This design comes from an exercise in tuning for small area, a short achievable clock period and few clock cycles per item on the open sky130 flow, not from production work.
No functional check of the RTL was part of any run shown here.
No activity file was given, so power comes from the tool's default toggle rates.

[flow/flow/run.sh]
#!/bin/bash
# Standard ORFS layout (the standard.sh), with the port buffers that
# buffer_ports inserts on every input and output made buf_1 cells instead of
# the cell it picks by default; the resizer still sizes them as timing needs.
set -euo pipefail
export BUFFER_PORTS_ARGS="-buffer_cell sky130_fd_sc_hd__buf_1"
bash standard.sh > standard_flow.log 2>&1
[flow/standard.sh]
#!/bin/bash
# synth_recipe.tcl (not shown) runs the flow's synth.tcl, then flattens the netlist and writes it again
# the make line also repeats each setting of config.mk as NAME=value (left out here)
make -C /OpenROAD-flow-scripts/flow DESIGN_CONFIG=/design/flow/config.mk WORK_HOME=/design/flow/orfs CLKGATE_MAP_FILE= SYNTH_SCRIPT=/design/flow/synth_recipe.tcl "${@:-finish}"
[flow/config.mk]
export PLATFORM = sky130hd
export DESIGN_NAME = mp_adder
export DESIGN_NICKNAME = mp_adder
export VERILOG_FILES = /design/flow/design.v
export SDC_FILE = /design/flow/constraint.sdc
export NUM_CORES = 4
export LEC_CHECK = 0
export CAP_MARGIN = 20
export CORE_AREA = 10 10 550 550
export DIE_AREA = 0 0 560 560
export SLEW_MARGIN = 20
export SYNTH_HIERARCHICAL = 1
[flow/constraint.sdc]
create_clock -name core_clock -period 5.0 [get_ports {iClk}]
set_input_delay 1.0000 -clock core_clock [delete_from_list [all_inputs] [get_ports {iClk}]]
set_output_delay 1.0000 -clock core_clock [all_outputs]
set_load 0.01 [all_outputs]
[flow/design.v]
module mux2X1 #(parameter ADDER_WIDTH=1)(
    input wire[ADDER_WIDTH-1:0] iIn0,
    input wire[ADDER_WIDTH-1:0] iIn1,
    input iSel,
    output wire[ADDER_WIDTH-1:0] oOut
    );
    assign oOut = (iSel == 1)?iIn1:iIn0;
endmodule
module carry_lookahead_adder_8_bit(a,b,cin,sum,cout);
  input [7:0] a,b;
  input cin;
  output [7:0] sum;
  output cout;
  wire [7:0] p,g,c;
  assign p=a^b;
  assign g=a&b;
  assign c[0]=cin;
  assign c[1]=g[0]|(p[0]&c[0]);
  assign c[2]=g[1]|(p[1]&g[0])|(p[1]&p[0]&c[0]);
  assign c[3]=g[2]|(p[2]&g[1])|(p[2]&p[1]&g[0])|(p[2]&p[1]&p[0]&c[0]);
  assign c[4]=g[3]|(p[3]&g[2])|(p[3]&p[2]&g[1])|(p[3]&p[2]&p[1]&g[0])|(p[3]&p[2]&p[1]&p[0]&c[0]);
  assign c[5]=g[4]|(p[4]&g[3])|(p[4]&p[3]&g[2])|(p[4]&p[3]&p[2]&g[1])|(p[4]&p[3]&p[2]&p[1]&g[0])|(p[4]&p[3]&p[2]&p[1]&p[0]&c[0]);
  assign c[6]=g[5]|(p[5]&g[4])|(p[5]&p[4]&g[3])|(p[5]&p[4]&p[3]&g[2])|(p[5]&p[4]&p[3]&p[2]&g[1])|(p[5]&p[4]&p[3]&p[2]&p[1]&g[0])|(p[5]&p[4]&p[3]&p[2]&p[1]&p[0]&c[0]);
  assign c[7]=g[6]|(p[6]&g[5])|(p[6]&p[5]&g[4])|(p[6]&p[5]&p[4]&g[3])|(p[6]&p[5]&p[4]&p[3]&g[2])|(p[6]&p[5]&p[4]&p[3]&p[2]&g[1])|(p[6]&p[5]&p[4]&p[3]&p[2]&p[1]&g[0])|(p[6]&p[5]&p[4]&p[3]&p[2]&p[1]&p[0]&c[0]);
  assign cout=g[7]|(p[7]&g[6])|(p[7]&p[6]&g[5])|(p[7]&p[6]&p[5]&g[4])|(p[7]&p[6]&p[5]&p[4]&g[3])|(p[7]&p[6]&p[5]&p[4]&p[3]&g[2])|(p[7]&p[6]&p[5]&p[4]&p[3]&p[2]&g[1])|(p[7]&p[6]&p[5]&p[4]&p[3]&p[2]&p[1]&g[0])|(p[7]&p[6]&p[5]&p[4]&p[3]&p[2]&p[1]&p[0]&c[0]);
assign sum=p^c; 
endmodule
module CLA_8bit_slice#(
    parameter   ADDER_WIDTH = 8
    )
    (
    input   wire [ADDER_WIDTH-1:0]  iA, iB, 
    input   wire                    iCarry,
    output  wire [ADDER_WIDTH-1:0]  oSum, 
    output  wire                    oCarry
    );
    wire [ADDER_WIDTH-1:0] wS0, wS1;
    wire wC0, wC1;
    carry_lookahead_adder_8_bit carry_lookahead_adder_8b_inst1 (
        .a( iA ), 
        .b( iB ),
        .cin( 1'b0 ),
        .sum( wS0 ),
        .cout( wC0 )
        );
    carry_lookahead_adder_8_bit carry_lookahead_adder_8b_inst2 (
        .a( iA ), 
        .b( iB ),
        .cin( 1'b1 ),
        .sum( wS1 ),
        .cout( wC1 )
        );
    mux2X1 #(ADDER_WIDTH) mux2X1_inst_sum(
        .iIn0( wS0 ),
        .iIn1( wS1 ),
        .iSel( iCarry ),
        .oOut( oSum )
        );
    mux2X1 #(1) mux2X1_inst_carry(
        .iIn0( wC0 ),
        .iIn1( wC1 ),
        .iSel( iCarry ),
        .oOut( oCarry )
        );
endmodule
module carry_lookahead_adder_32_bit(
    input wire[31:0] a,
    input wire[31:0] b,
    input wire cin,
    output wire[31:0] sum,
    output wire cout
);
wire c1,c2,c3,c4,c5,C6;
CLA_8bit_slice cla7(.iA(a[7:0]), .iB(b[7:0]), .iCarry(cin), .oSum(sum[7:0]), .oCarry(c1)); 
CLA_8bit_slice cla2(.iA(a[15:8]), .iB(b[15:8]), .iCarry(c1), .oSum(sum[15:8]), .oCarry(c2));
CLA_8bit_slice cla3(.iA(a[23:16]), .iB(b[23:16]), .iCarry(c2), .oSum(sum[23:16]), .oCarry(c3));
CLA_8bit_slice cla4(.iA(a[31:24]), .iB(b[31:24]), .iCarry(c3), .oSum(sum[31:24]), .oCarry(cout));
endmodule
`timescale 1ns / 1ps
module mpa_pg (
    input  wire         s,
    input  wire [3:0] a, b,
    output wire [3:0] p, g);
    wire [3:0] bx = b ^ {4{s}};
    assign p = a ^ bx;
    assign g = a & bx;
endmodule
module mpa_gp (
    input  wire [3:0] p, g,
    output wire        G, Pc);
    assign G  = g[3] | g[2] & p[3] | g[1] & p[2] & p[3] | g[0] & p[1] & p[2] & p[3];
    assign Pc = &p;
endmodule
module mpa_sum (
    input  wire        ci,
    input  wire [3:0] p,
    input  wire [2:0] g,
    output wire [3:0] s);
    wire [3:0] c;
    assign c[0] = ci;
    assign c[1] = g[0] | (p[0] & c[0]);
    assign c[2] = g[1] | (p[1] & c[1]);
    assign c[3] = g[2] | (p[2] & c[2]);
    assign s = p ^ c;
endmodule
module mpa_pfx (
    input  wire        cin,
    input  wire [127:0] g, p,
    output wire [127:0] c);
    wire G0c = g[0] | (p[0] & cin);
    wire G0 = g[1] | (p[1] & G0c);
    wire G1 = g[3] | (p[3] & g[2]);
    wire P1 = p[3] & p[2];
    wire G2 = g[5] | (p[5] & g[4]);
    wire P2 = p[5] & p[4];
    wire G3 = g[7] | (p[7] & g[6]);
    wire P3 = p[7] & p[6];
    wire G4 = g[9] | (p[9] & g[8]);
    wire P4 = p[9] & p[8];
    wire G5 = g[11] | (p[11] & g[10]);
    wire P5 = p[11] & p[10];
    wire G6 = g[13] | (p[13] & g[12]);
    wire P6 = p[13] & p[12];
    wire G7 = g[15] | (p[15] & g[14]);
    wire P7 = p[15] & p[14];
    wire G8 = g[17] | (p[17] & g[16]);
    wire P8 = p[17] & p[16];
    wire G9 = g[19] | (p[19] & g[18]);
    wire P9 = p[19] & p[18];
    wire G10 = g[21] | (p[21] & g[20]);
    wire P10 = p[21] & p[20];
    wire G11 = g[23] | (p[23] & g[22]);
    wire P11 = p[23] & p[22];
    wire G12 = g[25] | (p[25] & g[24]);
    wire P12 = p[25] & p[24];
    wire G13 = g[27] | (p[27] & g[26]);
    wire P13 = p[27] & p[26];
    wire G14 = g[29] | (p[29] & g[28]);
    wire P14 = p[29] & p[28];
    wire G15 = g[31] | (p[31] & g[30]);
    wire P15 = p[31] & p[30];
    wire G16 = g[33] | (p[33] & g[32]);
    wire P16 = p[33] & p[32];
    wire G17 = g[35] | (p[35] & g[34]);
    wire P17 = p[35] & p[34];
    wire G18 = g[37] | (p[37] & g[36]);
    wire P18 = p[37] & p[36];
    wire G19 = g[39] | (p[39] & g[38]);
    wire P19 = p[39] & p[38];
    wire G20 = g[41] | (p[41] & g[40]);
    wire P20 = p[41] & p[40];
    wire G21 = g[43] | (p[43] & g[42]);
    wire P21 = p[43] & p[42];
    wire G22 = g[45] | (p[45] & g[44]);
    wire P22 = p[45] & p[44];
    wire G23 = g[47] | (p[47] & g[46]);
    wire P23 = p[47] & p[46];
    wire G24 = g[49] | (p[49] & g[48]);
    wire P24 = p[49] & p[48];
    wire G25 = g[51] | (p[51] & g[50]);
    wire P25 = p[51] & p[50];
    wire G26 = g[53] | (p[53] & g[52]);
    wire P26 = p[53] & p[52];
    wire G27 = g[55] | (p[55] & g[54]);
    wire P27 = p[55] & p[54];
    wire G28 = g[57] | (p[57] & g[56]);
    wire P28 = p[57] & p[56];
    wire G29 = g[59] | (p[59] & g[58]);
    wire P29 = p[59] & p[58];
    wire G30 = g[61] | (p[61] & g[60]);
    wire P30 = p[61] & p[60];
    wire G31 = g[63] | (p[63] & g[62]);
    wire P31 = p[63] & p[62];
    wire G32 = g[65] | (p[65] & g[64]);
    wire P32 = p[65] & p[64];
    wire G33 = g[67] | (p[67] & g[66]);
    wire P33 = p[67] & p[66];
    wire G34 = g[69] | (p[69] & g[68]);
    wire P34 = p[69] & p[68];
    wire G35 = g[71] | (p[71] & g[70]);
    wire P35 = p[71] & p[70];
    wire G36 = g[73] | (p[73] & g[72]);
    wire P36 = p[73] & p[72];
    wire G37 = g[75] | (p[75] & g[74]);
    wire P37 = p[75] & p[74];
    wire G38 = g[77] | (p[77] & g[76]);
    wire P38 = p[77] & p[76];
    wire G39 = g[79] | (p[79] & g[78]);
    wire P39 = p[79] & p[78];
    wire G40 = g[81] | (p[81] & g[80]);
    wire P40 = p[81] & p[80];
    wire G41 = g[83] | (p[83] & g[82]);
    wire P41 = p[83] & p[82];
    wire G42 = g[85] | (p[85] & g[84]);
    wire P42 = p[85] & p[84];
    wire G43 = g[87] | (p[87] & g[86]);
    wire P43 = p[87] & p[86];
    wire G44 = g[89] | (p[89] & g[88]);
    wire P44 = p[89] & p[88];
    wire G45 = g[91] | (p[91] & g[90]);
    wire P45 = p[91] & p[90];
    wire G46 = g[93] | (p[93] & g[92]);
    wire P46 = p[93] & p[92];
    wire G47 = g[95] | (p[95] & g[94]);
    wire P47 = p[95] & p[94];
    wire G48 = g[97] | (p[97] & g[96]);
    wire P48 = p[97] & p[96];
    wire G49 = g[99] | (p[99] & g[98]);
    wire P49 = p[99] & p[98];
    wire G50 = g[101] | (p[101] & g[100]);
    wire P50 = p[101] & p[100];
    wire G51 = g[103] | (p[103] & g[102]);
    wire P51 = p[103] & p[102];
    wire G52 = g[105] | (p[105] & g[104]);
    wire P52 = p[105] & p[104];
    wire G53 = g[107] | (p[107] & g[106]);
    wire P53 = p[107] & p[106];
    wire G54 = g[109] | (p[109] & g[108]);
    wire P54 = p[109] & p[108];
    wire G55 = g[111] | (p[111] & g[110]);
    wire P55 = p[111] & p[110];
    wire G56 = g[113] | (p[113] & g[112]);
    wire P56 = p[113] & p[112];
    wire G57 = g[115] | (p[115] & g[114]);
    wire P57 = p[115] & p[114];
    wire G58 = g[117] | (p[117] & g[116]);
    wire P58 = p[117] & p[116];
    wire G59 = g[119] | (p[119] & g[118]);
    wire P59 = p[119] & p[118];
    wire G60 = g[121] | (p[121] & g[120]);
    wire P60 = p[121] & p[120];
    wire G61 = g[123] | (p[123] & g[122]);
    wire P61 = p[123] & p[122];
    wire G62 = g[125] | (p[125] & g[124]);
    wire P62 = p[125] & p[124];
    wire G63 = g[127] | (p[127] & g[126]);
    wire P63 = p[127] & p[126];
    wire G64 = g[2] | (p[2] & G0);
    wire G65 = G1 | (P1 & G0);
    wire G66 = g[6] | (p[6] & G2);
    wire P66 = p[6] & P2;
    wire G67 = G3 | (P3 & G2);
    wire P67 = P3 & P2;
    wire G68 = g[10] | (p[10] & G4);
    wire P68 = p[10] & P4;
    wire G69 = G5 | (P5 & G4);
    wire P69 = P5 & P4;
    wire G70 = g[14] | (p[14] & G6);
    wire P70 = p[14] & P6;
    wire G71 = G7 | (P7 & G6);
    wire P71 = P7 & P6;
    wire G72 = g[18] | (p[18] & G8);
    wire P72 = p[18] & P8;
    wire G73 = G9 | (P9 & G8);
    wire P73 = P9 & P8;
    wire G74 = g[22] | (p[22] & G10);
    wire P74 = p[22] & P10;
    wire G75 = G11 | (P11 & G10);
    wire P75 = P11 & P10;
    wire G76 = g[26] | (p[26] & G12);
    wire P76 = p[26] & P12;
    wire G77 = G13 | (P13 & G12);
    wire P77 = P13 & P12;
    wire G78 = g[30] | (p[30] & G14);
    wire P78 = p[30] & P14;
    wire G79 = G15 | (P15 & G14);
    wire P79 = P15 & P14;
    wire G80 = g[34] | (p[34] & G16);
    wire P80 = p[34] & P16;
    wire G81 = G17 | (P17 & G16);
    wire P81 = P17 & P16;
    wire G82 = g[38] | (p[38] & G18);
    wire P82 = p[38] & P18;
    wire G83 = G19 | (P19 & G18);
    wire P83 = P19 & P18;
    wire G84 = g[42] | (p[42] & G20);
    wire P84 = p[42] & P20;
    wire G85 = G21 | (P21 & G20);
    wire P85 = P21 & P20;
    wire G86 = g[46] | (p[46] & G22);
    wire P86 = p[46] & P22;
    wire G87 = G23 | (P23 & G22);
    wire P87 = P23 & P22;
    wire G88 = g[50] | (p[50] & G24);
    wire P88 = p[50] & P24;
    wire G89 = G25 | (P25 & G24);
    wire P89 = P25 & P24;
    wire G90 = g[54] | (p[54] & G26);
    wire P90 = p[54] & P26;
    wire G91 = G27 | (P27 & G26);
    wire P91 = P27 & P26;
    wire G92 = g[58] | (p[58] & G28);
    wire P92 = p[58] & P28;
    wire G93 = G29 | (P29 & G28);
    wire P93 = P29 & P28;
    wire G94 = g[62] | (p[62] & G30);
    wire P94 = p[62] & P30;
    wire G95 = G31 | (P31 & G30);
    wire P95 = P31 & P30;
    wire G96 = g[66] | (p[66] & G32);
    wire P96 = p[66] & P32;
    wire G97 = G33 | (P33 & G32);
    wire P97 = P33 & P32;
    wire G98 = g[70] | (p[70] & G34);
    wire P98 = p[70] & P34;
    wire G99 = G35 | (P35 & G34);
    wire P99 = P35 & P34;
    wire G100 = g[74] | (p[74] & G36);
    wire P100 = p[74] & P36;
    wire G101 = G37 | (P37 & G36);
    wire P101 = P37 & P36;
    wire G102 = g[78] | (p[78] & G38);
    wire P102 = p[78] & P38;
    wire G103 = G39 | (P39 & G38);
    wire P103 = P39 & P38;
    wire G104 = g[82] | (p[82] & G40);
    wire P104 = p[82] & P40;
    wire G105 = G41 | (P41 & G40);
    wire P105 = P41 & P40;
    wire G106 = g[86] | (p[86] & G42);
    wire P106 = p[86] & P42;
    wire G107 = G43 | (P43 & G42);
    wire P107 = P43 & P42;
    wire G108 = g[90] | (p[90] & G44);
    wire P108 = p[90] & P44;
    wire G109 = G45 | (P45 & G44);
    wire P109 = P45 & P44;
    wire G110 = g[94] | (p[94] & G46);
    wire P110 = p[94] & P46;
    wire G111 = G47 | (P47 & G46);
    wire P111 = P47 & P46;
    wire G112 = g[98] | (p[98] & G48);
    wire P112 = p[98] & P48;
    wire G113 = G49 | (P49 & G48);
    wire P113 = P49 & P48;
    wire G114 = g[102] | (p[102] & G50);
    wire P114 = p[102] & P50;
    wire G115 = G51 | (P51 & G50);
    wire P115 = P51 & P50;
    wire G116 = g[106] | (p[106] & G52);
    wire P116 = p[106] & P52;
    wire G117 = G53 | (P53 & G52);
    wire P117 = P53 & P52;
    wire G118 = g[110] | (p[110] & G54);
    wire P118 = p[110] & P54;
    wire G119 = G55 | (P55 & G54);
    wire P119 = P55 & P54;
    wire G120 = g[114] | (p[114] & G56);
    wire P120 = p[114] & P56;
    wire G121 = G57 | (P57 & G56);
    wire P121 = P57 & P56;
    wire G122 = g[118] | (p[118] & G58);
    wire P122 = p[118] & P58;
    wire G123 = G59 | (P59 & G58);
    wire P123 = P59 & P58;
    wire G124 = g[122] | (p[122] & G60);
    wire P124 = p[122] & P60;
    wire G125 = G61 | (P61 & G60);
    wire P125 = P61 & P60;
    wire G126 = g[126] | (p[126] & G62);
    wire P126 = p[126] & P62;
    wire G127 = G63 | (P63 & G62);
    wire P127 = P63 & P62;
    wire G128 = g[4] | (p[4] & G65);
    wire G129 = G2 | (P2 & G65);
    wire G130 = G66 | (P66 & G65);
    wire G131 = G67 | (P67 & G65);
    wire G132 = g[12] | (p[12] & G69);
    wire P132 = p[12] & P69;
    wire G133 = G6 | (P6 & G69);
    wire P133 = P6 & P69;
    wire G134 = G70 | (P70 & G69);
    wire P134 = P70 & P69;
    wire G135 = G71 | (P71 & G69);
    wire P135 = P71 & P69;
    wire G136 = g[20] | (p[20] & G73);
    wire P136 = p[20] & P73;
    wire G137 = G10 | (P10 & G73);
    wire P137 = P10 & P73;
    wire G138 = G74 | (P74 & G73);
    wire P138 = P74 & P73;
    wire G139 = G75 | (P75 & G73);
    wire P139 = P75 & P73;
    wire G140 = g[28] | (p[28] & G77);
    wire P140 = p[28] & P77;
    wire G141 = G14 | (P14 & G77);
    wire P141 = P14 & P77;
    wire G142 = G78 | (P78 & G77);
    wire P142 = P78 & P77;
    wire G143 = G79 | (P79 & G77);
    wire P143 = P79 & P77;
    wire G144 = g[36] | (p[36] & G81);
    wire P144 = p[36] & P81;
    wire G145 = G18 | (P18 & G81);
    wire P145 = P18 & P81;
    wire G146 = G82 | (P82 & G81);
    wire P146 = P82 & P81;
    wire G147 = G83 | (P83 & G81);
    wire P147 = P83 & P81;
    wire G148 = g[44] | (p[44] & G85);
    wire P148 = p[44] & P85;
    wire G149 = G22 | (P22 & G85);
    wire P149 = P22 & P85;
    wire G150 = G86 | (P86 & G85);
    wire P150 = P86 & P85;
    wire G151 = G87 | (P87 & G85);
    wire P151 = P87 & P85;
    wire G152 = g[52] | (p[52] & G89);
    wire P152 = p[52] & P89;
    wire G153 = G26 | (P26 & G89);
    wire P153 = P26 & P89;
    wire G154 = G90 | (P90 & G89);
    wire P154 = P90 & P89;
    wire G155 = G91 | (P91 & G89);
    wire P155 = P91 & P89;
    wire G156 = g[60] | (p[60] & G93);
    wire P156 = p[60] & P93;
    wire G157 = G30 | (P30 & G93);
    wire P157 = P30 & P93;
    wire G158 = G94 | (P94 & G93);
    wire P158 = P94 & P93;
    wire G159 = G95 | (P95 & G93);
    wire P159 = P95 & P93;
    wire G160 = g[68] | (p[68] & G97);
    wire P160 = p[68] & P97;
    wire G161 = G34 | (P34 & G97);
    wire P161 = P34 & P97;
    wire G162 = G98 | (P98 & G97);
    wire P162 = P98 & P97;
    wire G163 = G99 | (P99 & G97);
    wire P163 = P99 & P97;
    wire G164 = g[76] | (p[76] & G101);
    wire P164 = p[76] & P101;
    wire G165 = G38 | (P38 & G101);
    wire P165 = P38 & P101;
    wire G166 = G102 | (P102 & G101);
    wire P166 = P102 & P101;
    wire G167 = G103 | (P103 & G101);
    wire P167 = P103 & P101;
    wire G168 = g[84] | (p[84] & G105);
    wire P168 = p[84] & P105;
    wire G169 = G42 | (P42 & G105);
    wire P169 = P42 & P105;
    wire G170 = G106 | (P106 & G105);
    wire P170 = P106 & P105;
    wire G171 = G107 | (P107 & G105);
    wire P171 = P107 & P105;
    wire G172 = g[92] | (p[92] & G109);
    wire P172 = p[92] & P109;
    wire G173 = G46 | (P46 & G109);
    wire P173 = P46 & P109;
    wire G174 = G110 | (P110 & G109);
    wire P174 = P110 & P109;
    wire G175 = G111 | (P111 & G109);
    wire P175 = P111 & P109;
    wire G176 = g[100] | (p[100] & G113);
    wire P176 = p[100] & P113;
    wire G177 = G50 | (P50 & G113);
    wire P177 = P50 & P113;
    wire G178 = G114 | (P114 & G113);
    wire P178 = P114 & P113;
    wire G179 = G115 | (P115 & G113);
    wire P179 = P115 & P113;
    wire G180 = g[108] | (p[108] & G117);
    wire P180 = p[108] & P117;
    wire G181 = G54 | (P54 & G117);
    wire P181 = P54 & P117;
    wire G182 = G118 | (P118 & G117);
    wire P182 = P118 & P117;
    wire G183 = G119 | (P119 & G117);
    wire P183 = P119 & P117;
    wire G184 = g[116] | (p[116] & G121);
    wire P184 = p[116] & P121;
    wire G185 = G58 | (P58 & G121);
    wire P185 = P58 & P121;
    wire G186 = G122 | (P122 & G121);
    wire P186 = P122 & P121;
    wire G187 = G123 | (P123 & G121);
    wire P187 = P123 & P121;
    wire G188 = g[124] | (p[124] & G125);
    wire P188 = p[124] & P125;
    wire G189 = G62 | (P62 & G125);
    wire P189 = P62 & P125;
    wire G190 = G126 | (P126 & G125);
    wire P190 = P126 & P125;
    wire G191 = G127 | (P127 & G125);
    wire P191 = P127 & P125;
    wire G192 = g[8] | (p[8] & G131);
    wire G193 = G4 | (P4 & G131);
    wire G194 = G68 | (P68 & G131);
    wire G195 = G69 | (P69 & G131);
    wire G196 = G132 | (P132 & G131);
    wire G197 = G133 | (P133 & G131);
    wire G198 = G134 | (P134 & G131);
    wire G199 = G135 | (P135 & G131);
    wire G200 = g[24] | (p[24] & G139);
    wire P200 = p[24] & P139;
    wire G201 = G12 | (P12 & G139);
    wire P201 = P12 & P139;
    wire G202 = G76 | (P76 & G139);
    wire P202 = P76 & P139;
    wire G203 = G77 | (P77 & G139);
    wire P203 = P77 & P139;
    wire G204 = G140 | (P140 & G139);
    wire P204 = P140 & P139;
    wire G205 = G141 | (P141 & G139);
    wire P205 = P141 & P139;
    wire G206 = G142 | (P142 & G139);
    wire P206 = P142 & P139;
    wire G207 = G143 | (P143 & G139);
    wire P207 = P143 & P139;
    wire G208 = g[40] | (p[40] & G147);
    wire P208 = p[40] & P147;
    wire G209 = G20 | (P20 & G147);
    wire P209 = P20 & P147;
    wire G210 = G84 | (P84 & G147);
    wire P210 = P84 & P147;
    wire G211 = G85 | (P85 & G147);
    wire P211 = P85 & P147;
    wire G212 = G148 | (P148 & G147);
    wire P212 = P148 & P147;
    wire G213 = G149 | (P149 & G147);
    wire P213 = P149 & P147;
    wire G214 = G150 | (P150 & G147);
    wire P214 = P150 & P147;
    wire G215 = G151 | (P151 & G147);
    wire P215 = P151 & P147;
    wire G216 = g[56] | (p[56] & G155);
    wire P216 = p[56] & P155;
    wire G217 = G28 | (P28 & G155);
    wire P217 = P28 & P155;
    wire G218 = G92 | (P92 & G155);
    wire P218 = P92 & P155;
    wire G219 = G93 | (P93 & G155);
    wire P219 = P93 & P155;
    wire G220 = G156 | (P156 & G155);
    wire P220 = P156 & P155;
    wire G221 = G157 | (P157 & G155);
    wire P221 = P157 & P155;
    wire G222 = G158 | (P158 & G155);
    wire P222 = P158 & P155;
    wire G223 = G159 | (P159 & G155);
    wire P223 = P159 & P155;
    wire G224 = g[72] | (p[72] & G163);
    wire P224 = p[72] & P163;
    wire G225 = G36 | (P36 & G163);
    wire P225 = P36 & P163;
    wire G226 = G100 | (P100 & G163);
    wire P226 = P100 & P163;
    wire G227 = G101 | (P101 & G163);
    wire P227 = P101 & P163;
    wire G228 = G164 | (P164 & G163);
    wire P228 = P164 & P163;
    wire G229 = G165 | (P165 & G163);
    wire P229 = P165 & P163;
    wire G230 = G166 | (P166 & G163);
    wire P230 = P166 & P163;
    wire G231 = G167 | (P167 & G163);
    wire P231 = P167 & P163;
    wire G232 = g[88] | (p[88] & G171);
    wire P232 = p[88] & P171;
    wire G233 = G44 | (P44 & G171);
    wire P233 = P44 & P171;
    wire G234 = G108 | (P108 & G171);
    wire P234 = P108 & P171;
    wire G235 = G109 | (P109 & G171);
    wire P235 = P109 & P171;
    wire G236 = G172 | (P172 & G171);
    wire P236 = P172 & P171;
    wire G237 = G173 | (P173 & G171);
    wire P237 = P173 & P171;
    wire G238 = G174 | (P174 & G171);
    wire P238 = P174 & P171;
    wire G239 = G175 | (P175 & G171);
    wire P239 = P175 & P171;
    wire G240 = g[104] | (p[104] & G179);
    wire P240 = p[104] & P179;
    wire G241 = G52 | (P52 & G179);
    wire P241 = P52 & P179;
    wire G242 = G116 | (P116 & G179);
    wire P242 = P116 & P179;
    wire G243 = G117 | (P117 & G179);
    wire P243 = P117 & P179;
    wire G244 = G180 | (P180 & G179);
    wire P244 = P180 & P179;
    wire G245 = G181 | (P181 & G179);
    wire P245 = P181 & P179;
    wire G246 = G182 | (P182 & G179);
    wire P246 = P182 & P179;
    wire G247 = G183 | (P183 & G179);
    wire P247 = P183 & P179;
    wire G248 = g[120] | (p[120] & G187);
    wire P248 = p[120] & P187;
    wire G249 = G60 | (P60 & G187);
    wire P249 = P60 & P187;
    wire G250 = G124 | (P124 & G187);
    wire P250 = P124 & P187;
    wire G251 = G125 | (P125 & G187);
    wire P251 = P125 & P187;
    wire G252 = G188 | (P188 & G187);
    wire P252 = P188 & P187;
    wire G253 = G189 | (P189 & G187);
    wire P253 = P189 & P187;
    wire G254 = G190 | (P190 & G187);
    wire P254 = P190 & P187;
    wire G255 = G191 | (P191 & G187);
    wire P255 = P191 & P187;
    wire G256 = g[16] | (p[16] & G199);
    wire G257 = G8 | (P8 & G199);
    wire G258 = G72 | (P72 & G199);
    wire G259 = G73 | (P73 & G199);
    wire G260 = G136 | (P136 & G199);
    wire G261 = G137 | (P137 & G199);
    wire G262 = G138 | (P138 & G199);
    wire G263 = G139 | (P139 & G199);
    wire G264 = G200 | (P200 & G199);
    wire G265 = G201 | (P201 & G199);
    wire G266 = G202 | (P202 & G199);
    wire G267 = G203 | (P203 & G199);
    wire G268 = G204 | (P204 & G199);
    wire G269 = G205 | (P205 & G199);
    wire G270 = G206 | (P206 & G199);
    wire G271 = G207 | (P207 & G199);
    wire G272 = g[48] | (p[48] & G215);
    wire P272 = p[48] & P215;
    wire G273 = G24 | (P24 & G215);
    wire P273 = P24 & P215;
    wire G274 = G88 | (P88 & G215);
    wire P274 = P88 & P215;
    wire G275 = G89 | (P89 & G215);
    wire P275 = P89 & P215;
    wire G276 = G152 | (P152 & G215);
    wire P276 = P152 & P215;
    wire G277 = G153 | (P153 & G215);
    wire P277 = P153 & P215;
    wire G278 = G154 | (P154 & G215);
    wire P278 = P154 & P215;
    wire G279 = G155 | (P155 & G215);
    wire P279 = P155 & P215;
    wire G280 = G216 | (P216 & G215);
    wire P280 = P216 & P215;
    wire G281 = G217 | (P217 & G215);
    wire P281 = P217 & P215;
    wire G282 = G218 | (P218 & G215);
    wire P282 = P218 & P215;
    wire G283 = G219 | (P219 & G215);
    wire P283 = P219 & P215;
    wire G284 = G220 | (P220 & G215);
    wire P284 = P220 & P215;
    wire G285 = G221 | (P221 & G215);
    wire P285 = P221 & P215;
    wire G286 = G222 | (P222 & G215);
    wire P286 = P222 & P215;
    wire G287 = G223 | (P223 & G215);
    wire P287 = P223 & P215;
    wire G288 = g[80] | (p[80] & G231);
    wire P288 = p[80] & P231;
    wire G289 = G40 | (P40 & G231);
    wire P289 = P40 & P231;
    wire G290 = G104 | (P104 & G231);
    wire P290 = P104 & P231;
    wire G291 = G105 | (P105 & G231);
    wire P291 = P105 & P231;
    wire G292 = G168 | (P168 & G231);
    wire P292 = P168 & P231;
    wire G293 = G169 | (P169 & G231);
    wire P293 = P169 & P231;
    wire G294 = G170 | (P170 & G231);
    wire P294 = P170 & P231;
    wire G295 = G171 | (P171 & G231);
    wire P295 = P171 & P231;
    wire G296 = G232 | (P232 & G231);
    wire P296 = P232 & P231;
    wire G297 = G233 | (P233 & G231);
    wire P297 = P233 & P231;
    wire G298 = G234 | (P234 & G231);
    wire P298 = P234 & P231;
    wire G299 = G235 | (P235 & G231);
    wire P299 = P235 & P231;
    wire G300 = G236 | (P236 & G231);
    wire P300 = P236 & P231;
    wire G301 = G237 | (P237 & G231);
    wire P301 = P237 & P231;
    wire G302 = G238 | (P238 & G231);
    wire P302 = P238 & P231;
    wire G303 = G239 | (P239 & G231);
    wire P303 = P239 & P231;
    wire G304 = g[112] | (p[112] & G247);
    wire P304 = p[112] & P247;
    wire G305 = G56 | (P56 & G247);
    wire P305 = P56 & P247;
    wire G306 = G120 | (P120 & G247);
    wire P306 = P120 & P247;
    wire G307 = G121 | (P121 & G247);
    wire P307 = P121 & P247;
    wire G308 = G184 | (P184 & G247);
    wire P308 = P184 & P247;
    wire G309 = G185 | (P185 & G247);
    wire P309 = P185 & P247;
    wire G310 = G186 | (P186 & G247);
    wire P310 = P186 & P247;
    wire G311 = G187 | (P187 & G247);
    wire P311 = P187 & P247;
    wire G312 = G248 | (P248 & G247);
    wire P312 = P248 & P247;
    wire G313 = G249 | (P249 & G247);
    wire P313 = P249 & P247;
    wire G314 = G250 | (P250 & G247);
    wire P314 = P250 & P247;
    wire G315 = G251 | (P251 & G247);
    wire P315 = P251 & P247;
    wire G316 = G252 | (P252 & G247);
    wire P316 = P252 & P247;
    wire G317 = G253 | (P253 & G247);
    wire P317 = P253 & P247;
    wire G318 = G254 | (P254 & G247);
    wire P318 = P254 & P247;
    wire G319 = G255 | (P255 & G247);
    wire P319 = P255 & P247;
    wire G320 = g[32] | (p[32] & G271);
    wire G321 = G16 | (P16 & G271);
    wire G322 = G80 | (P80 & G271);
    wire G323 = G81 | (P81 & G271);
    wire G324 = G144 | (P144 & G271);
    wire G325 = G145 | (P145 & G271);
    wire G326 = G146 | (P146 & G271);
    wire G327 = G147 | (P147 & G271);
    wire G328 = G208 | (P208 & G271);
    wire G329 = G209 | (P209 & G271);
    wire G330 = G210 | (P210 & G271);
    wire G331 = G211 | (P211 & G271);
    wire G332 = G212 | (P212 & G271);
    wire G333 = G213 | (P213 & G271);
    wire G334 = G214 | (P214 & G271);
    wire G335 = G215 | (P215 & G271);
    wire G336 = G272 | (P272 & G271);
    wire G337 = G273 | (P273 & G271);
    wire G338 = G274 | (P274 & G271);
    wire G339 = G275 | (P275 & G271);
    wire G340 = G276 | (P276 & G271);
    wire G341 = G277 | (P277 & G271);
    wire G342 = G278 | (P278 & G271);
    wire G343 = G279 | (P279 & G271);
    wire G344 = G280 | (P280 & G271);
    wire G345 = G281 | (P281 & G271);
    wire G346 = G282 | (P282 & G271);
    wire G347 = G283 | (P283 & G271);
    wire G348 = G284 | (P284 & G271);
    wire G349 = G285 | (P285 & G271);
    wire G350 = G286 | (P286 & G271);
    wire G351 = G287 | (P287 & G271);
    wire G352 = g[96] | (p[96] & G303);
    wire P352 = p[96] & P303;
    wire G353 = G48 | (P48 & G303);
    wire P353 = P48 & P303;
    wire G354 = G112 | (P112 & G303);
    wire P354 = P112 & P303;
    wire G355 = G113 | (P113 & G303);
    wire P355 = P113 & P303;
    wire G356 = G176 | (P176 & G303);
    wire P356 = P176 & P303;
    wire G357 = G177 | (P177 & G303);
    wire P357 = P177 & P303;
    wire G358 = G178 | (P178 & G303);
    wire P358 = P178 & P303;
    wire G359 = G179 | (P179 & G303);
    wire P359 = P179 & P303;
    wire G360 = G240 | (P240 & G303);
    wire P360 = P240 & P303;
    wire G361 = G241 | (P241 & G303);
    wire P361 = P241 & P303;
    wire G362 = G242 | (P242 & G303);
    wire P362 = P242 & P303;
    wire G363 = G243 | (P243 & G303);
    wire P363 = P243 & P303;
    wire G364 = G244 | (P244 & G303);
    wire P364 = P244 & P303;
    wire G365 = G245 | (P245 & G303);
    wire P365 = P245 & P303;
    wire G366 = G246 | (P246 & G303);
    wire P366 = P246 & P303;
    wire G367 = G247 | (P247 & G303);
    wire P367 = P247 & P303;
    wire G368 = G304 | (P304 & G303);
    wire P368 = P304 & P303;
    wire G369 = G305 | (P305 & G303);
    wire P369 = P305 & P303;
    wire G370 = G306 | (P306 & G303);
    wire P370 = P306 & P303;
    wire G371 = G307 | (P307 & G303);
    wire P371 = P307 & P303;
    wire G372 = G308 | (P308 & G303);
    wire P372 = P308 & P303;
    wire G373 = G309 | (P309 & G303);
    wire P373 = P309 & P303;
    wire G374 = G310 | (P310 & G303);
    wire P374 = P310 & P303;
    wire G375 = G311 | (P311 & G303);
    wire P375 = P311 & P303;
    wire G376 = G312 | (P312 & G303);
    wire P376 = P312 & P303;
    wire G377 = G313 | (P313 & G303);
    wire P377 = P313 & P303;
    wire G378 = G314 | (P314 & G303);
    wire P378 = P314 & P303;
    wire G379 = G315 | (P315 & G303);
    wire P379 = P315 & P303;
    wire G380 = G316 | (P316 & G303);
    wire P380 = P316 & P303;
    wire G381 = G317 | (P317 & G303);
    wire P381 = P317 & P303;
    wire G382 = G318 | (P318 & G303);
    wire P382 = P318 & P303;
    wire G383 = G319 | (P319 & G303);
    wire P383 = P319 & P303;
    wire G384 = g[64] | (p[64] & G351);
    wire G385 = G32 | (P32 & G351);
    wire G386 = G96 | (P96 & G351);
    wire G387 = G97 | (P97 & G351);
    wire G388 = G160 | (P160 & G351);
    wire G389 = G161 | (P161 & G351);
    wire G390 = G162 | (P162 & G351);
    wire G391 = G163 | (P163 & G351);
    wire G392 = G224 | (P224 & G351);
    wire G393 = G225 | (P225 & G351);
    wire G394 = G226 | (P226 & G351);
    wire G395 = G227 | (P227 & G351);
    wire G396 = G228 | (P228 & G351);
    wire G397 = G229 | (P229 & G351);
    wire G398 = G230 | (P230 & G351);
    wire G399 = G231 | (P231 & G351);
    wire G400 = G288 | (P288 & G351);
    wire G401 = G289 | (P289 & G351);
    wire G402 = G290 | (P290 & G351);
    wire G403 = G291 | (P291 & G351);
    wire G404 = G292 | (P292 & G351);
    wire G405 = G293 | (P293 & G351);
    wire G406 = G294 | (P294 & G351);
    wire G407 = G295 | (P295 & G351);
    wire G408 = G296 | (P296 & G351);
    wire G409 = G297 | (P297 & G351);
    wire G410 = G298 | (P298 & G351);
    wire G411 = G299 | (P299 & G351);
    wire G412 = G300 | (P300 & G351);
    wire G413 = G301 | (P301 & G351);
    wire G414 = G302 | (P302 & G351);
    wire G415 = G303 | (P303 & G351);
    wire G416 = G352 | (P352 & G351);
    wire G417 = G353 | (P353 & G351);
    wire G418 = G354 | (P354 & G351);
    wire G419 = G355 | (P355 & G351);
    wire G420 = G356 | (P356 & G351);
    wire G421 = G357 | (P357 & G351);
    wire G422 = G358 | (P358 & G351);
    wire G423 = G359 | (P359 & G351);
    wire G424 = G360 | (P360 & G351);
    wire G425 = G361 | (P361 & G351);
    wire G426 = G362 | (P362 & G351);
    wire G427 = G363 | (P363 & G351);
    wire G428 = G364 | (P364 & G351);
    wire G429 = G365 | (P365 & G351);
    wire G430 = G366 | (P366 & G351);
    wire G431 = G367 | (P367 & G351);
    wire G432 = G368 | (P368 & G351);
    wire G433 = G369 | (P369 & G351);
    wire G434 = G370 | (P370 & G351);
    wire G435 = G371 | (P371 & G351);
    wire G436 = G372 | (P372 & G351);
    wire G437 = G373 | (P373 & G351);
    wire G438 = G374 | (P374 & G351);
    wire G439 = G375 | (P375 & G351);
    wire G440 = G376 | (P376 & G351);
    wire G441 = G377 | (P377 & G351);
    wire G442 = G378 | (P378 & G351);
    wire G443 = G379 | (P379 & G351);
    wire G444 = G380 | (P380 & G351);
    wire G445 = G381 | (P381 & G351);
    wire G446 = G382 | (P382 & G351);
    wire G447 = G383 | (P383 & G351);
    assign c[0] = G0c;
    assign c[1] = G0;
    assign c[2] = G64;
    assign c[3] = G65;
    assign c[4] = G128;
    assign c[5] = G129;
    assign c[6] = G130;
    assign c[7] = G131;
    assign c[8] = G192;
    assign c[9] = G193;
    assign c[10] = G194;
    assign c[11] = G195;
    assign c[12] = G196;
    assign c[13] = G197;
    assign c[14] = G198;
    assign c[15] = G199;
    assign c[16] = G256;
    assign c[17] = G257;
    assign c[18] = G258;
    assign c[19] = G259;
    assign c[20] = G260;
    assign c[21] = G261;
    assign c[22] = G262;
    assign c[23] = G263;
    assign c[24] = G264;
    assign c[25] = G265;
    assign c[26] = G266;
    assign c[27] = G267;
    assign c[28] = G268;
    assign c[29] = G269;
    assign c[30] = G270;
    assign c[31] = G271;
    assign c[32] = G320;
    assign c[33] = G321;
    assign c[34] = G322;
    assign c[35] = G323;
    assign c[36] = G324;
    assign c[37] = G325;
    assign c[38] = G326;
    assign c[39] = G327;
    assign c[40] = G328;
    assign c[41] = G329;
    assign c[42] = G330;
    assign c[43] = G331;
    assign c[44] = G332;
    assign c[45] = G333;
    assign c[46] = G334;
    assign c[47] = G335;
    assign c[48] = G336;
    assign c[49] = G337;
    assign c[50] = G338;
    assign c[51] = G339;
    assign c[52] = G340;
    assign c[53] = G341;
    assign c[54] = G342;
    assign c[55] = G343;
    assign c[56] = G344;
    assign c[57] = G345;
    assign c[58] = G346;
    assign c[59] = G347;
    assign c[60] = G348;
    assign c[61] = G349;
    assign c[62] = G350;
    assign c[63] = G351;
    assign c[64] = G384;
    assign c[65] = G385;
    assign c[66] = G386;
    assign c[67] = G387;
    assign c[68] = G388;
    assign c[69] = G389;
    assign c[70] = G390;
    assign c[71] = G391;
    assign c[72] = G392;
    assign c[73] = G393;
    assign c[74] = G394;
    assign c[75] = G395;
    assign c[76] = G396;
    assign c[77] = G397;
    assign c[78] = G398;
    assign c[79] = G399;
    assign c[80] = G400;
    assign c[81] = G401;
    assign c[82] = G402;
    assign c[83] = G403;
    assign c[84] = G404;
    assign c[85] = G405;
    assign c[86] = G406;
    assign c[87] = G407;
    assign c[88] = G408;
    assign c[89] = G409;
    assign c[90] = G410;
    assign c[91] = G411;
    assign c[92] = G412;
    assign c[93] = G413;
    assign c[94] = G414;
    assign c[95] = G415;
    assign c[96] = G416;
    assign c[97] = G417;
    assign c[98] = G418;
    assign c[99] = G419;
    assign c[100] = G420;
    assign c[101] = G421;
    assign c[102] = G422;
    assign c[103] = G423;
    assign c[104] = G424;
    assign c[105] = G425;
    assign c[106] = G426;
    assign c[107] = G427;
    assign c[108] = G428;
    assign c[109] = G429;
    assign c[110] = G430;
    assign c[111] = G431;
    assign c[112] = G432;
    assign c[113] = G433;
    assign c[114] = G434;
    assign c[115] = G435;
    assign c[116] = G436;
    assign c[117] = G437;
    assign c[118] = G438;
    assign c[119] = G439;
    assign c[120] = G440;
    assign c[121] = G441;
    assign c[122] = G442;
    assign c[123] = G443;
    assign c[124] = G444;
    assign c[125] = G445;
    assign c[126] = G446;
    assign c[127] = G447;
endmodule
module mp_adder (
    input  wire         iAddSub,
    input  wire         iClk,
    input  wire         iRst,
    input  wire         iStart,
    input  wire [511:0] iOpA,
    input  wire [511:0] iOpB,
    output wire [512:0] oRes,
    output wire         oDone);
    wire [511:0] p, g, sum;
    wire [127:0] cg, cp, cc;
    reg  [127:1] rC;      
    reg         rCout;
    reg         rDone;
    wire [127:0] ci = {rC, iAddSub};
    genvar j;
    generate for (j = 0; j < 128; j = j + 1) begin : chunk
        mpa_pg  u_pg  (.s(iAddSub), .a(iOpA[4*j +: 4]), .b(iOpB[4*j +: 4]), .p(p[4*j +: 4]), .g(g[4*j +: 4]));
        mpa_gp  u_gp  (.p(p[4*j +: 4]), .g(g[4*j +: 4]), .G(cg[j]), .Pc(cp[j]));
        mpa_sum u_sum (.ci(ci[j]), .p(p[4*j +: 4]), .g(g[4*j +: 3]), .s(sum[4*j +: 4]));
    end endgenerate
    mpa_pfx u_pfx (.cin(iAddSub), .g(cg), .p(cp), .c(cc));
    always @(posedge iClk) begin
        rC    <= cc[126:0];
        rCout <= cc[127] & ~iAddSub;
        if (iRst) rDone <= 1'b0;
        else      rDone <= iStart;
    end
    assign oRes  = {rCout, sum};
    assign oDone = rDone;
endmodule
==> results of run 1 <==
==> metrics by stage <==
stage	worst slack (ps)	TNS (ps)	instance area, µm²	std cells
2_1_floorplan	915	0	28800	3392
3_3_place_gp	-1240	-110130	48300	9637
3_5_place_dp	-1280	-104640	48300	9637
4_1_cts	-69.8	-306	49400	9681
5_1_grt	-55.7	-278	50300	9750
6_report	56.1	0	50400	9815
==> cell type report <==
type / instances / area (µm²) / area share, %
Antenna cell: 103 / 258 / 0.511
Timing Repair Buffer: 2517 / 16300 / 32.3
Clock buffer: 23 / 543 / 1.08
Inverter: 35 / 131 / 0.261
Sequential cell: 129 / 2580 / 5.12
Multi-Input combinational cell: 3098 / 25600 / 50.8
Clock inverter: 10 / 143 / 0.283
Tap cell: 3900 / 4880 / 9.68
==> Yosys stat by module, one instance, submodules excluded <==
module,cells inside,flip-flops and latches,times used,area (µm²)
mp_adder,132,129,1,2620
mpa_gp,6,0,128,26.3
mpa_pfx,572,0,1,3610
mpa_pg,8,0,128,85.1
mpa_sum,7,0,128,65.1
==> worst max-delay path, cell delays in order <==
cell	delay [ps]
clkbuf_16	180
buf_16	190
buf_12	160
buf_12	150
buf_6	130
xor2_1	160
ha_1	320
buf_4	150
ha_1	190
or2_1	220
ha_1	170
or2_1	210
ha_2	200
nor2_4	110
xnor2_2	160
buf_12	160
==> report_power, final <==
| part | switching [mW] | leakage (nW) | total, mW | internal [mW] |
|---|---|---|---|---|
| Combinational | 7.40 | 21.7 | 12.8 | 5.41 |
| Clock | 0.849 | 0.323 | 1.80 | 0.948 |
| Sequential | 0.0935 | 1.09 | 1.33 | 1.24 |
| Total | 8.35 | 23.1 | 15.9 | 7.59 |
==> registers in the layout (all words and copies together) (netlist names) <==
| name | cells |
|---|---|
| rC | 127 |
| rCout | 1 |
| rDone | 1 |
==> per-layer routing <==
metal / routed length [µm] / track usage, % / share of wire (%) / up-vias
li1: - / - / - / 16800
met2: 140000 / 30.6 / 44 / 2066
met5: 1240 / 0 / 0.39 / -
met1: 116000 / 20.6 / 37 / 16600
met3: 48900 / 12.9 / 15 / 635
met4: 11500 / 5.94 / 3.6 / 188
==> repair_timing <==
action                                 in CTS  in global routing
resized for setup                          57                 89
pin swaps                                   4                 27
endpoints found under the hold margin       0                  0
setup endpoints to repair                 214                 93
gates cloned                                2                  2
setup buffers                               9                 29
==> worst max path at each step <==
stage	start	end	slack (ps)	cells past startpoint
global route	iAddSub	oRes[151]	-60	16
global placement	iAddSub	rC[118]	-1240	23
CTS	iAddSub	oRes[359]	-70	15
floorplan	iAddSub	rCout	910	16
detailed placement	iAddSub	rCout	-1280	23
finish	iAddSub	oRes[11]	60	16
==> cell usage in the layout, fill, tap and decap left out, types with 7 or more instances in the layout <==
cell	n
o21bai_1	10
xor2_1	497
buf_6	10
nand3_1	26
ha_1	891
o21ai_1	132
nor3_1	8
clkbuf_16	24
buf_1	1258
o21ai_0	34
a21oi_1	298
and3_1	7
buf_16	10
nor2_2	134
inv_1	31
o21a_1	8
or2_1	257
xor2_2	14
xnor2_1	115
buf_12	138
nor2_1	150
nand4_1	17
a31o_2	8
buf_4	1088
diode_2	103
dfxtp_1	129
nand2_1	297
xnor2_2	13
a21o_1	73
==> logic make-up (layout without fill, tap and decap cells) <==
kind of cell | count (synthesis) | count (layout)
AO/OA/AOI/OAI | 631 | 631
XOR/XNOR | 640 | 640
adder cells (fa/ha/maj) | 896 | 896
buffers and inverters | 165 | 2585
flip-flops | 129 | 129
other | 0 | 103
AND/OR/NAND/NOR | 931 | 931
==> flow_metrics.env, run 1 <==
export IMPL_outcome="no timing/DRC/antenna violations"
export IMPL_cts_root_buf="clkbuf_16"
export IMPL_cts_sinks=129
export IMPL_start_util_pct=9.91
export IMPL_grt_first_pass_wirelength_mm=390
export IMPL_cts_buffer_depth=3
export IMPL_drv_cap=0
export IMPL_routed_wirelength_mm=318
export IMPL_crit_path_max_fanout=17
export IMPL_syn_nets=5316
export IMPL_drt_vias_per_instance=3.69
export IMPL_utilization_pct=17.3
export IMPL_cts_hold_buf=0
export IMPL_synth_area_mux_share_pct=0
export IMPL_final_nets=7726
export IMPL_total_leakage_power_nw=23.1
export IMPL_hold_violations=0
export IMPL_grt_pass1_vias=35500
export IMPL_cts_clk_slew_worst_paths_ps=60
export IMPL_antenna_found_initial=320
export IMPL_ctsHtreeMaxLevel=4
export IMPL_pin_count=1542
export IMPL_die_h_um=560
export IMPL_yosys_area_share_simple_pct=16.2
export IMPL_synthTopCellsByCount="896 x ha_1, 512 x xor2_1, 303 x a21oi_1"
export IMPL_path_class="primary input to primary output"
export IMPL_syn_area_per_cell_um2=8.49
export IMPL_hold_start="iRst"
export IMPL_synth_xor_area_share_pct=19.5
export IMPL_synth_compound_area_share_pct=12.6
export IMPL_synth_edf_count=0
export IMPL_cp_required_ps=4000
export IMPL_die_area_mm2=0.314
export IMPL_total_power_mw=15.9
export IMPL_vias=36300
export IMPL_drtAntennaViolNets=0
export IMPL_cp_start_kind="primary input"
export IMPL_irDropWorstVdd_mv=0.162
export IMPL_ys_warn_count=7
export IMPL_drive_above_1_share_pct=26.0
export IMPL_hold_ws_ps=617
export IMPL_max_freq_mhz=202
export IMPL_synth_fa_ha_area_share_pct=38.9
export IMPL_ys_flop_type="dfxtp_1"
export IMPL_yosysMostFrequentCell="ha_1"
export IMPL_grt_max_degree=44
export IMPL_fillers=33300
export IMPL_port_buffer_count=1541
export IMPL_grt_total_usage_pct=19.2
export IMPL_ys_types=65
export IMPL_finalWeightedCongestion=1.04
export IMPL_min_path_cells=2
export IMPL_synth_cells=3392
export IMPL_synth_top_family_by_area="adder cells"
export IMPL_postSynthRegisterBits=129
export IMPL_dp_hpwl_mm=300
export IMPL_finalSetupViolations=0
export IMPL_hold_path_class="primary input to flip-flop"
export IMPL_core_area_mm2=0.291
export IMPL_p_per_area_mw_per_mm2=316
export IMPL_hold_end="rDone"
export IMPL_period_share_pct=98.9
export IMPL_layout_area_overhead_vs_synth_pct=75.0
export IMPL_yosysTopAreaCell="ha_1"
export IMPL_synth_area_leaders="ha_1 39%, xor2_1 16%, dfxtp_1 9.0%"
export IMPL_yosysTopAreaCellShare_pct=38.9
export IMPL_cts_tree="done"
export IMPL_dieWidth_um=560
export IMPL_slew_headroom_pct=51.7
export IMPL_rsz0062_at_grt="true"
export IMPL_rows=198
export IMPL_firstDrtPassIters=5
export IMPL_ys_async_sr_fraction_pct=0
export IMPL_wire_per_inst_um=32.4
export IMPL_numCtsBuffers=21
export IMPL_arrival_ps=3940
export IMPL_yosysSeqAreaShare_pct=8.96
export IMPL_worst_slew_pin_slew_ps=722
export IMPL_grt_ovfl_total=0
export IMPL_drc=0
export IMPL_synthesis_area_mm2=0.0288
export IMPL_min_period_ps=4940
export IMPL_end_kind="primary output"
export IMPL_maxSlewViolCount=0
export IMPL_drtIter0Drc=2657
==> inputs of run 2 (changes only) <==
--- a/flow/design.v
+++ b/flow/design.v
@@ -77,13 +77,21 @@
 CLA_8bit_slice cla4(.iA(a[31:24]), .iB(b[31:24]), .iCarry(c3), .oSum(sum[31:24]), .oCarry(cout));
 endmodule
 `timescale 1ns / 1ps
-module mpa_pg (
+module mpa_bx (
     input  wire         s,
+    input  wire [3:0] b,
+    output wire [3:0] bx);
+    assign bx = b ^ {4{s}};
+endmodule
+module mpa_xor (
+    input  wire [3:0] a, b,
+    output wire [3:0] y);
+    assign y = a ^ b;
+endmodule
+module mpa_and (
     input  wire [3:0] a, b,
-    output wire [3:0] p, g);
-    wire [3:0] bx = b ^ {4{s}};
-    assign p = a ^ bx;
-    assign g = a & bx;
+    output wire [3:0] y);
+    assign y = a & b;
 endmodule
 module mpa_gp (
     input  wire [3:0] p, g,
@@ -91,17 +99,14 @@
     assign G  = g[3] | g[2] & p[3] | g[1] & p[2] & p[3] | g[0] & p[1] & p[2] & p[3];
     assign Pc = &p;
 endmodule
-module mpa_sum (
+module mpa_cy (
     input  wire        ci,
-    input  wire [3:0] p,
-    input  wire [2:0] g,
-    output wire [3:0] s);
-    wire [3:0] c;
+    input  wire [2:0] p, g,
+    output wire [3:0] c);
     assign c[0] = ci;
     assign c[1] = g[0] | (p[0] & c[0]);
     assign c[2] = g[1] | (p[1] & c[1]);
     assign c[3] = g[2] | (p[2] & c[2]);
-    assign s = p ^ c;
 endmodule
 module mpa_pfx (
     input  wire        cin,
@@ -1015,7 +1020,7 @@
     input  wire [511:0] iOpB,
     output wire [512:0] oRes,
     output wire         oDone);
-    wire [511:0] p, g, sum;
+    wire [511:0] bx, p, g, c, sum;
     wire [127:0] cg, cp, cc;
     reg  [127:1] rC;      
     reg         rCout;
@@ -1023,9 +1028,12 @@
     wire [127:0] ci = {rC, iAddSub};
     genvar j;
     generate for (j = 0; j < 128; j = j + 1) begin : chunk
-        mpa_pg  u_pg  (.s(iAddSub), .a(iOpA[4*j +: 4]), .b(iOpB[4*j +: 4]), .p(p[4*j +: 4]), .g(g[4*j +: 4]));
+        mpa_bx  u_bx  (.s(iAddSub), .b(iOpB[4*j +: 4]), .bx(bx[4*j +: 4]));
+        mpa_xor u_p   (.a(iOpA[4*j +: 4]), .b(bx[4*j +: 4]), .y(p[4*j +: 4]));
+        mpa_and u_g   (.a(iOpA[4*j +: 4]), .b(bx[4*j +: 4]), .y(g[4*j +: 4]));
         mpa_gp  u_gp  (.p(p[4*j +: 4]), .g(g[4*j +: 4]), .G(cg[j]), .Pc(cp[j]));
-        mpa_sum u_sum (.ci(ci[j]), .p(p[4*j +: 4]), .g(g[4*j +: 3]), .s(sum[4*j +: 4]));
+        mpa_cy  u_cy  (.ci(ci[j]), .p(p[4*j +: 3]), .g(g[4*j +: 3]), .c(c[4*j +: 4]));
+        mpa_xor u_s   (.a(p[4*j +: 4]), .b(c[4*j +: 4]), .y(sum[4*j +: 4]));
     end endgenerate
     mpa_pfx u_pfx (.cin(iAddSub), .g(cg), .p(cp), .c(cc));
     always @(posedge iClk) begin
--- a/flow/config.mk
+++ b/flow/config.mk
@@ -8,5 +8,6 @@
 export CAP_MARGIN = 20
 export CORE_AREA = 10 10 550 550
 export DIE_AREA = 0 0 560 560
+export GPL_TIMING_DRIVEN = 0
 export SLEW_MARGIN = 20
 export SYNTH_HIERARCHICAL = 1
==> flow_metrics.env, run 2 <==
export IMPL_outcome="finished with violations"
export IMPL_violatedChecks="negative setup slack"
export IMPL_wire_per_inst_um=31.1
export IMPL_yosys_area_share_simple_pct=17.5
export IMPL_final_cells=9964
export IMPL_drt_vias_per_instance=3.86
export IMPL_p_sw_mw=8.80
export IMPL_cts_clk_slew_worst_paths_ps=90
export IMPL_swShare_pct=60.6
export IMPL_postSynthRegisterBits=129
export IMPL_drv_cap=0
export IMPL_seqPwrFrac_pct=9.4
export IMPL_grt_first_pass_wirelength_mm=381
export IMPL_die_area_mm2=0.314
export IMPL_synth_area_leaders="xor2_1 43%, a21o_1 11%, and2_1 10%"
export IMPL_yosysTopAreaCell="xor2_1"
export IMPL_placedCellCount=9628
export IMPL_synth_area_mux_share_pct=0
export IMPL_synth_edf_count=0
export IMPL_ys_async_sr_fraction_pct=0
export IMPL_syn_area_per_cell_um2=7.50
export IMPL_pin_count=1542
export IMPL_min_period_ps=5050
export IMPL_finalWeightedCongestion=1.02
export IMPL_yosysMostFrequentCell="xor2_1"
export IMPL_power_frac_clock_pct=12.5
export IMPL_arrival_ps=5560
export IMPL_numCtsBuffers=21
export IMPL_synth_xor_area_share_pct=43.1
export IMPL_ctsHtreeMaxLevel=4
export IMPL_syn_nets=5188
export IMPL_maxSlewViolCount=0
export IMPL_worst_slew_pin_slew_ps=1000
export IMPL_drc=0
export IMPL_hold_ws_ps=622
export IMPL_crit_path_max_fanout=7
export IMPL_final_common_cell="buf_1"
export IMPL_antenna_found_initial=267
export IMPL_synthTopCellsByCount="1,536 x xor2_1, 516 x and2_1, 457 x a21o_1"
export IMPL_core_area_mm2=0.291
export IMPL_ys_types=62
export IMPL_yosysTopAreaCellShare_pct=43.1
export IMPL_p_int_mw=5.73
export IMPL_finalSetupViolations=4
export IMPL_vias=38500
export IMPL_largest_register="rC"
export IMPL_synth_compound_area_share_pct=24.5
export IMPL_yosysSeqAreaShare_pct=8.27
export IMPL_layout_area_overhead_vs_synth_pct=57.2
export IMPL_ys_flop_type="dfxtp_1"
export IMPL_p_per_area_mw_per_mm2=296
export IMPL_synth_cells=4160
export IMPL_final_nets=6955
export IMPL_cp_required_ps=5510
export IMPL_period_share_pct=101
export IMPL_total_leakage_power_nw=20.8
export IMPL_cts_tree="done"
export IMPL_grt_ovfl_total=0
export IMPL_slew_headroom_pct=33.3
export IMPL_cts_root_buf="clkbuf_16"
export IMPL_hold_violations=0
export IMPL_start_util_pct=10.7
export IMPL_synthesis_area_mm2=0.0312
export IMPL_drive_above_1_share_pct=15.7
export IMPL_max_freq_mhz=198
export IMPL_synth_top_family_by_area="XOR/XNOR gates"
export IMPL_grt_pass1_vias=36100
export IMPL_dp_hpwl_mm=280
export IMPL_synth_fa_ha_area_share_pct=0
export IMPL_cts_buffer_depth=3
export IMPL_cts_sinks=129
export IMPL_die_h_um=560
export IMPL_final_cell_mix="1,536 x buf_1, 1,306 x xor2_1, 511 x and2_1"
export IMPL_hold_path_class="primary input to flip-flop"
export IMPL_ys_warn_count=7
export IMPL_port_buffer_count=1541
export IMPL_comb_power_share_pct=78.0
export IMPL_rsz0062_at_grt="true"
export IMPL_rows=198
export IMPL_end_kind="flip-flop"
export IMPL_routed_wirelength_mm=310
export IMPL_drtAntennaViolNets=0
export IMPL_cp_start_kind="primary input"
export IMPL_grt_max_degree=26
export IMPL_grt_total_usage_pct=18.5
export IMPL_dieWidth_um=560
export IMPL_path_class="primary input to flip-flop"
export IMPL_firstDrtPassIters=6
export IMPL_irDropWorstVdd_mv=0.148
export IMPL_top_regs="rC: 127 flops, rCout: 1 flops, rDone: 1 flops"
export IMPL_setup_ws_ps=-45.2
export IMPL_largest_register_ffs=127
export IMPL_drtIter0Drc=3410
run 2: cell types whose count changed in the layout (fill, tap and decap cells not counted), sizes merged, moves of 128 or more:
cell and change:
nor2 -128, or2 -256, a31o +128, a21o +384, xnor2 -128, xor2 +1024, and2 +512, buf -529
ha -896
run 2: final cells by class:
class | count | area, µm²
Fill cell | 33400 | 242000
Multi-Input combinational cell | 3738 | 30000
Timing Repair Buffer | 1762 | 8680
Tap cell | 3900 | 4880
Sequential cell | 129 | 2580
Buffer | 240 | 1810
Clock buffer | 24 | 557
Antenna cell | 127 | 318
Inverter | 35 | 136
Clock inverter | 9 | 106
run 2: power by group through the flow:
stage                     Clock, mW  Sequential (mW)  Combinational, mW
after global placement            0             1.40               10.7
after CTS                      1.95             1.37               11.2
after floorplan                   0             1.34               5.15
after global routing           1.92             1.39               12.1
final                          1.82             1.37               11.3
after detailed placement          0             1.39               10.6
run 2: worst paths after layout:
kind  startpoint  endpoint  slack [ps]  cells after the start
max      iAddSub   rC[122]         -50                     25
min         iRst     rDone         620                      2
run 2: metrics by stage:
step           power, mW  setup TNS, ps  util [%]  setup WS (ps)  instance area, µm²
2_1_floorplan       6.50              0         -            977               31200
3_3_place_gp        12.1              -      14.4         -38280               41900
3_5_place_dp        12.0        -382280      14.6          -4070               42500
4_1_cts             14.5           -563      16.0           -125               46500
5_1_grt             15.4           -708      16.8           -109               48900
6_report            14.5           -109      16.9          -45.2               49100
run 2: repair_timing:
| action | in CTS | in global routing |
|---|---|---|
| gates cloned | 19 | 5 |
| setup endpoints to repair | 361 | 81 |
| buffers inserted | 104 | 69 |
| hold buffers | 0 | 0 |
| hold endpoints to repair | 0 | 0 |
| pin swaps | 111 | 135 |
| gates resized for setup | 343 | 252 |
run 2: logic make-up (layout without fill, tap and decap cells):
kind of cell	count (synthesis)	in the layout
AND/OR/NAND/NOR	1059	1059
flip-flops	129	129
AO/OA/AOI/OAI	1143	1143
buffers and inverters	293	2070
other	0	127
XOR/XNOR	1536	1536
run 2: per-layer routing:
layer	up-vias	GRT usage (%)	wire length, µm
met5	-	0	1100
met3	570	10.2	40700
li1	17300	-	-
met2	2247	29.5	138000
met1	18200	20.7	117000
met4	164	6.60	13000
run 2: modules after synthesis, one instance, submodules excluded, a selection:
module    flip-flops and latches  cells  copies in the design  cell area (µm²)
mpa_and                        0      4                   128             25.0
mp_adder                     129    132                     1             2620
mpa_pfx                        0    572                     1             3610
mpa_cy                         0      5                   128             38.8
mpa_xor                        0      4                   256             35.0
mpa_gp                         0      6                   128             26.3
run 2: critical path, stage by stage:
cell       delay [ps]
buf_16            120
buf_16            150
buf_16            150
buf_16            140
buf_16            160
buf_16            160
buf_8             190
xor2_4            340
xor2_2            240
nand2_1           110
nor2_2            200
nand2_2           180
nor4_4            310
buf_4             200
nand2_4           130
nor3_4            220
a21boi_2          240
a221oi_4           80
clkbuf_16         210
o21a_4            250
inv_4              90
a31oi_4           100
buf_12            150
buf_6             110
a21oi_4           180
==> inputs of run 3 (changes only) <==
--- a/flow/config.mk
+++ b/flow/config.mk
@@ -8,6 +8,5 @@
 export CAP_MARGIN = 20
 export CORE_AREA = 10 10 550 550
 export DIE_AREA = 0 0 560 560
-export GPL_TIMING_DRIVEN = 0
 export SLEW_MARGIN = 20
 export SYNTH_HIERARCHICAL = 1
==> flow_metrics.env, run 3 <==
export IMPL_finalSetupViolations=0
export IMPL_final_nets=7498
export IMPL_routed_wirelength_mm=309
export IMPL_swShare_pct=55.3
export IMPL_met3_usage_pct=9.23
export IMPL_outcome="no timing/DRC/antenna violations"
export IMPL_cp_start_kind="primary input"
export IMPL_irDropWorstVdd_mv=0.149
export IMPL_cp_required_ps=5460
export IMPL_yosysSeqAreaShare_pct=8.27
export IMPL_total_leakage_power_nw=23.5
export IMPL_yosysTopAreaCellShare_pct=43.1
export IMPL_grt_ovfl_total=0
export IMPL_hold_violations=0
export IMPL_largest_register_ffs=127
export IMPL_final_cell_mix="1,502 x xor2_1, 1,356 x buf_1, 1,081 x buf_4"
export IMPL_postSynthRegisterBits=129
export IMPL_ys_async_sr_fraction_pct=0
export IMPL_layout_area_overhead_vs_synth_pct=63.4
export IMPL_grt_pass1_vias=38300
export IMPL_synthesis_area_mm2=0.0312
export IMPL_min_period_ps=4910
export IMPL_use_met1_pct=21.5
export IMPL_hold_start="iRst"
export IMPL_drc=0
export IMPL_firstDrtPassIters=6
export IMPL_syn_nets=5188
export IMPL_path_class="primary input to flip-flop"
export IMPL_cts_sinks=129
export IMPL_drv_cap=0
export IMPL_finalWeightedCongestion=1.02
export IMPL_vias=40000
export IMPL_drtAntennaViolNets=0
export IMPL_slew_headroom_pct=48.5
export IMPL_power_frac_clock_pct=11.8
export IMPL_wire_per_inst_um=29.5
export IMPL_grt_total_usage_pct=18.5
export IMPL_synth_edf_count=0
export IMPL_place_area_mm2=0.0492
export IMPL_rows=198
export IMPL_ys_types=62
export IMPL_top_regs="rC: 127 flops, rCout: 1 flops, rDone: 1 flops"
export IMPL_seqPwrFrac_pct=9.0
export IMPL_maxSlewViolCount=0
export IMPL_core_area_mm2=0.291
export IMPL_p_per_area_mw_per_mm2=308
export IMPL_dp_hpwl_mm=289
export IMPL_grt_first_pass_wirelength_mm=387
export IMPL_max_freq_mhz=204
export IMPL_drive_above_1_share_pct=20.2
export IMPL_yosysMostFrequentCell="xor2_1"
export IMPL_start_util_pct=10.7
export IMPL_port_buffer_count=1541
export IMPL_cts_clk_slew_worst_paths_ps=90
export IMPL_final_common_cell="xor2_1"
export IMPL_hold_end="rDone"
export IMPL_worst_slew_pin_slew_ps=769
export IMPL_cts_tree="done"
export IMPL_cts_root_buf="clkbuf_16"
export IMPL_period_share_pct=98.1
export IMPL_cts_buffer_depth=3
export IMPL_ys_flop_type="dfxtp_1"
export IMPL_total_power_mw=15.7
export IMPL_end_kind="flip-flop"
export IMPL_rsz0062_at_grt="true"
export IMPL_synthTopCellsByCount="1,536 x xor2_1, 516 x and2_1, 457 x a21o_1"
export IMPL_syn_area_per_cell_um2=7.50
export IMPL_synth_area_leaders="xor2_1 43%, a21o_1 11%, and2_1 10%"
export IMPL_p_int_mw=7.03
export IMPL_min_path_cells=2
export IMPL_antenna_found_initial=245
export IMPL_die_area_mm2=0.314
export IMPL_dieWidth_um=560
export IMPL_use_met2_pct=29.4
export IMPL_ys_warn_count=7
export IMPL_yosysTopAreaCell="xor2_1"
export IMPL_pin_count=1542
export IMPL_drt_vias_per_instance=3.81
export IMPL_design_area_mm2=0.0510
export IMPL_drtIter0Drc=3319
export IMPL_grt_max_degree=34
export IMPL_hold_path_class="primary input to flip-flop"
export IMPL_synth_cells=4160
export IMPL_comb_power_share_pct=79.2
export IMPL_die_h_um=560
export IMPL_arrival_ps=5370
export IMPL_crit_path_max_fanout=17
export IMPL_ctsHtreeMaxLevel=4
export IMPL_largest_register="rC"
export IMPL_p_sw_mw=8.69
export IMPL_busiest_layer="met2"
export IMPL_numCtsBuffers=21
-- run 3: cell counts after synthesis --
Identical to the previous run, type by type.
-- run 3: final cells by class --
cell class	instances	area, µm²
Antenna cell	117	293
Clock buffer	24	567
Clock inverter	9	133
Fill cell	33600	240000
Inverter	35	131
Multi-Input combinational cell	3738	27000
Sequential cell	129	2580
Tap cell	3900	4880
Timing Repair Buffer	2545	15400
-- run 3: worst max path at each step --
stage             from  slack [ps]  depth (start not counted)      to
3_5_place_dp   iAddSub        -890                         19   rCout
5_1_grt        iAddSub           1                         21  rC[87]
2_1_floorplan  iAddSub         980                         16   rCout
3_3_place_gp   iAddSub        -930                         19   rCout
4_1_cts        iAddSub         -10                         19   rCout
6_report       iAddSub          90                         20  rC[91]
-- run 3: stage by stage --
step	hold WS, ps	util (%)	TNS, ps	instances	worst slack [ps]
2_1_floorplan	1060	-	0	4160	977
3_3_place_gp	1230	16.9	-34570	10300	-933
3_5_place_dp	1230	16.9	-35340	10300	-888
4_1_cts	540	17.2	-12.8	10400	-12.8
5_1_grt	575	17.5	0	10400	1.48
6_report	614	17.5	0	10500	94.5
-- run 3: worst max-delay path, stage by stage --
cell and delay, ps:
buf_6 180, buf_16 220, buf_4 200, buf_4 130, xor2_1 240, xor2_1 140, nand2_1 110, nor2_1 70
a21oi_1 470, o21a_1 280, o21ai_1 150, a221oi_4 440, o2bb2ai_4 170, a221oi_4 370, buf_12 180, buf_4 130
nand2_2 130, buf_4 180, a31o_2 240, a21o_1 170
-- run 3: logic make-up after synthesis --
logic type / count (synthesis) / share of synthesized area (%)
flip-flops: 129 / 8.27
AND/OR/NAND/NOR: 1059 / 17.5
buffers and inverters: 293 / 6.62
AO/OA/AOI/OAI: 1143 / 24.5
XOR/XNOR: 1536 / 43.1
-- run 3: modules after synthesis, one instance, submodules excluded --
| module | cells | flip-flops and latches | copies in the design | cell area, µm² |
|---|---|---|---|---|
| mp_adder | 132 | 129 | 1 | 2620 |
| mpa_cy | 5 | 0 | 128 | 38.8 |
| mpa_pfx | 572 | 0 | 1 | 3610 |
| mpa_xor | 4 | 0 | 256 | 35.0 |
| mpa_gp | 6 | 0 | 128 | 26.3 |
| mpa_bx | 4 | 0 | 128 | 35.0 |
| mpa_and | 4 | 0 | 128 | 25.0 |
-- run 3: power groups by stage --
stage               Clock (mW)  Sequential (mW)  Combinational, mW
global placement             0             1.44               12.5
finish                    1.85             1.42               12.5
global route              1.94             1.44               13.3
detailed placement           0             1.44               12.5
CTS                       1.94             1.42               12.6
floorplan                    0             1.34               5.15
-- run 3: what timing repair did --
item	CTS	global route
endpoints found under the hold margin	0	0
cloned	1	4
pin swaps	2	22
resized for setup	12	89
setup endpoints to repair	14	50
setup buffers	0	10
hold buffers	0	0
-- run 3: per-layer routing --
layer  wire [µm]  up-vias  part of all wire (%)
met5         909        -                  0.29
met4       12500      138                   4.0
met2      136000     2126                    44
met3       37600      503                    12
li1            -    18500                     -
met1      123000    18700                    40

Check on run 3: ideal ports give 0.094 ns setup slack; a clkbuf_16 on the clock port and buf_2 on the inputs give 0.126 ns; moving port delays by the midpoint clock arrival (0.651 ns) as well gives -0.526 ns.
